This is an optimization exercise on Yosys and OpenROAD, whose aim is small area, not a production implementation. Function was checked by simulation only, so behaviour that the tests miss may differ from the original. Power is estimated from default activity; no workload was simulated.

Setup of lane 1:
Design axis_uart_v1_0, start of the top module:
module axis_uart_v1_0 #(
	parameter integer BAUD_PRESCALER = 10,
	parameter integer PARITY = 0,
	parameter integer BYTE_SIZE = 8,
	parameter integer STOP_BITS = 0,
	parameter integer FIFO_DEPTH = 16,
	parameter integer FLOW_CONTROL = 1,
	parameter integer DYNAMIC_CONFIG = 1
)
(
	input wire aclk,
	input wire aresetn,
	input wire [23:0]s_axis_config_tdata,
	input wire s_axis_config_tvalid,
	output wire s_axis_config_tready,
	input wire [15:0]s_axis_tdata,
	input wire s_axis_tvalid,
	output wire s_axis_tready,
	output wire [15:0]m_axis_tdata,
	output wire m_axis_tuser,
	output wire m_axis_tvalid,
	input wire m_axis_tready,
	output wire tx,
	input wire rx,
	output wire rts,
	input wire cts
);
export LEC_CHECK = 0
export CAP_MARGIN = 20
export CORE_MARGIN = 2
export CORE_UTILIZATION = 70
export PLACE_DENSITY = 0.75
export SLEW_MARGIN = 20
export SYNTH_HIERARCHICAL = 1
create_clock -name core_clock -period 8.0 [get_ports {aclk}]
standard.sh (not shown) runs the stock make flow with config.mk's settings and CLKGATE_MAP_FILE= SYNTH_SCRIPT=/design/flow/synth_recipe.tcl, a recipe that flattens the netlist after the stock synthesis.
==> flow/flow/run.sh <==
#!/bin/bash
# Standard ORFS layout (the standard.sh) with two changes: port buffers use
# the smallest buffer, and clock tree synthesis uses no dummy loads and small
# clusters of small clock buffers.
set -euo pipefail
export BUFFER_PORTS_ARGS="-buffer_cell sky130_fd_sc_hd__buf_1"
export CTS_ARGS="-sink_clustering_enable -repair_clock_nets -dont_use_dummy_load -buf_list sky130_fd_sc_hd__clkbuf_4 -sink_clustering_size 10 -sink_clustering_max_diameter 45"
bash standard.sh > standard_flow.log 2>&1
Lane 1 completed; timing, DRC and antenna clean
> inputs changed (lane 1 -> lane 2)
diff --git a/flow/design.v b/flow/design.v
--- a/flow/design.v
+++ b/flow/design.v
@@ -90,26 +90,24 @@
 assign s_axis_config_tready = tx_idle & rx_idle;
 wire cfg_load = s_axis_config_tvalid & tx_idle & rx_idle;
 uart_hold_mux #(.W(24)) cfg_hold (
 	.q(cfg_q), .d(s_axis_config_tdata ^ CFG_INV),
 	.s(cfg_load & aresetn), .sn(~cfg_load & aresetn), .y(cfg_nx)
 );
 always @(posedge aclk) begin
 	cfg_q <= cfg_nx;
 end
 always @(*) begin
 	{stop_bits, byte_size, parity, prescaler} = cfg_q ^ CFG_INV;
 end
-wire [23:0]cfg_nx_val = cfg_nx ^ CFG_INV;
-wire [15:0]prescaler_nx = cfg_nx_val[15:0];
 wire par_none = (parity == 3'd0);
 wire par_calc = (parity == 3'd1) | (parity == 3'd2);	 
 wire par_init1 = (parity == 3'd2) | (parity == 3'd3);	 
 wire par_init0 = (parity == 3'd1) | (parity == 3'd4);	 
 reg [16*15-1:0]tf_mem;
 reg [4:0]tf_cnt;
 reg tx_m_ready;
 wire tf_valid = |tf_cnt;
 wire tf_wr = s_axis_tvalid & ~tf_cnt[4];
 wire tf_rd = tf_valid & tx_m_ready;
 wire [15:0]tf_sel;
 wire [14:0]tf_dout;
@@ -133,39 +131,37 @@
 generate for (gi = 0; gi < 5; gi = gi + 1) begin : g_tfcnt
 	assign tf_up[gi+1] = tf_up[gi] & tf_cnt[gi];
 	assign tf_dn[gi+1] = tf_dn[gi] & ~tf_cnt[gi];
 	assign tf_t[gi] = tf_up[gi] | tf_dn[gi];
 end endgenerate
 always @(posedge aclk) begin
 	if (!aresetn)
 		tf_cnt <= 5'd0;
 	else
 		tf_cnt <= tf_cnt ^ tf_t;
 end
 reg [15:0]tx_pcnt;
-wire [16:0]tx_b;
-assign tx_b[0] = 1'b1;
-generate for (gi = 0; gi < 16; gi = gi + 1) begin : g_txdec
-	assign tx_b[gi+1] = tx_b[gi] & ~tx_pcnt[gi];
+wire [16:0]tx_c;
+assign tx_c[0] = 1'b1;
+generate for (gi = 0; gi < 16; gi = gi + 1) begin : g_txinc
+	assign tx_c[gi+1] = tx_c[gi] & tx_pcnt[gi];
 end endgenerate
-wire [15:0]tx_pcnt_dec = tx_pcnt ^ tx_b[15:0];
-wire tx_stb = tx_pcnt[0] & ~|tx_pcnt[15:1];
+wire [15:0]tx_pcnt_inc = tx_pcnt ^ tx_c[15:0];
+wire tx_stb = (tx_pcnt_inc == prescaler);
 wire tx_pre_en = ~tx_idle & ~((tx_state == S_END) & tx_m_ready);
-wire tx_pload = ~tx_pre_en | tx_stb;
-wire [15:0]tx_pcnt_nx;
-uart_hold_mux #(.W(16)) tx_pcnt_sel (
-	.q(tx_pcnt_dec), .d(prescaler_nx), .s(tx_pload), .sn(~tx_pload), .y(tx_pcnt_nx)
-);
 always @(posedge aclk) begin
-	tx_pcnt <= tx_pcnt_nx;
+	if (!aresetn | ~tx_pre_en | tx_stb)
+		tx_pcnt <= 16'd0;
+	else
+		tx_pcnt <= tx_pcnt_inc;
 end
 reg [14:0]tx_data;
 reg [3:0]tx_cnt;
 reg tx_par;
 reg txd_out;
 wire [3:0]tx_cnt_inc = tx_cnt + 4'd1;
 wire tx_bit = tx_data[tx_cnt];
 assign tx = txd_out;
 always @(posedge aclk) begin
 	if (!aresetn) begin
 		tx_m_ready <= 1'b0;
 		tx_cnt <= 4'd0;
@@ -316,39 +312,42 @@
 generate for (gi = 1; gi < 16; gi = gi + 1) begin : g_rxinc
 	assign rx_c[gi+1] = rx_c[gi] & rx_pcnt[gi];
 end endgenerate
 wire [15:0]rx_pcnt_inc = {rx_pcnt[15:1] ^ rx_c[15:1], rx_pcnt[0] ^ ~rx_step2};
 wire rx_half = (rx_pcnt_inc[15:1] == prescaler[15:1]);
 wire rx_stb = rx_half & (rx_pcnt_inc[0] == prescaler[0]);
 always @(posedge aclk) begin
 	if (!aresetn | ~rx_pre_en | rx_stb)
 		rx_pcnt <= 16'd0;
 	else
 		rx_pcnt <= rx_pcnt_inc;
 end
-reg [14:0]bit_rem;
-wire bit_nz = |bit_rem;
-wire bit_rec = ~bit_nz;
-wire [15:0]br_b;
-assign br_b[0] = rxd_in & bit_nz;
-generate for (gi = 0; gi < 15; gi = gi + 1) begin : g_brdec
-	assign br_b[gi+1] = br_b[gi] & ~bit_rem[gi];
+reg [15:0]bit_cnt;
+wire [16:0]bc_c;
+assign bc_c[0] = rxd_in;
+generate for (gi = 0; gi < 16; gi = gi + 1) begin : g_bcinc
+	assign bc_c[gi+1] = bc_c[gi] & bit_cnt[gi];
 end endgenerate
-wire br_load = rx_idle | rx_stb;
-wire [14:0]bit_rem_nx;
-uart_hold_mux #(.W(15)) bit_rem_sel (
-	.q(bit_rem ^ br_b[14:0]), .d(prescaler_nx[15:1]), .s(br_load), .sn(~br_load), .y(bit_rem_nx)
-);
+wire [16:0]bc_g;
+wire [15:0]bc_thr = {1'b0, prescaler[15:1]};
+assign bc_g[0] = 1'b1;
+generate for (gi = 0; gi < 16; gi = gi + 1) begin : g_bcge
+	assign bc_g[gi+1] = (bit_cnt[gi] & ~bc_thr[gi]) | (bit_cnt[gi] & bc_g[gi]) | (~bc_thr[gi] & bc_g[gi]);
+end endgenerate
+wire bit_rec = bc_g[16];
 always @(posedge aclk) begin
-	bit_rem <= bit_rem_nx;
+	if (!aresetn | rx_idle | rx_stb)
+		bit_cnt <= 16'd0;
+	else
+		bit_cnt <= bit_cnt ^ bc_c[15:0];
 end
 reg [3:0]rx_cnt;
 wire [3:0]rx_cnt_inc = rx_cnt + 4'd1;
 always @(posedge aclk) begin
 	if (!aresetn) begin
 		rx_pre_en <= 1'b0;
 		rx_par_rcv <= 1'b0;
 		rx_state <= S_IDLE;
 	end else begin
 		case (rx_state)
 		S_IDLE: begin
 			rx_pre_en <= rx_fall;
### Flow results
Lane 1 and lane 2 ended up with roughly the same area occupied by registers. For the clock network fraction of design power, lane 2 came in 0.9 points higher than lane 1 did. Taking lane 1 as the reference, in lane 2 shortest period the worst path allows now sits lower, fraction of power consumed by combinational cells fell 2.0 points, combinational cell power saw a decrease. Of the two values seen for last element of the critical path, bit_rem[0]$_DFF_P_ was produced by lane 1 and rx_data[13]$_SDFFE_PP0P_ by lane 2. Against lane 1 as the reference, lane 2 delivers a lower via count. In terms of fraction of area in clock buffers and inverters, lane 2 and lane 1 differ only marginally. Lane 2 ended with more area growth from synthesis to layout than lane 1. In lane 2 the non-clock buffer count turned out 12 higher than in lane 1. Taking lane 1 as the reference, in lane 2 worst setup slack increased 0.17 ns, period utilization decreased 2.1 points.

[afterwards: timing with drivers on the ports]
How much do the figures lean on ideal ports? The routed layouts below were timed once more, with nothing changed but the port constraints. Step 1 assumes that a clkbuf_16 drives the clock port and a buf_2 every other input. Step 2 moves the port delays by t, midway between the first and last clock arrival at a register: inputs arrive t later, outputs are due t later. That takes back most of the time a late clock gives input paths. a / b / c = no drivers / after step 1 / after step 2; a / b = the first two.
run	t, ns	setup slack, ns	slew at the worst register clock pin (ns)
lane 1	0.807	1.903 / 1.903 / 1.903	0.11 / 0.11
lane 2	0.810	2.072 / 2.072 / 2.072	0.11 / 0.11
After both steps setup and hold are still met in every run listed.
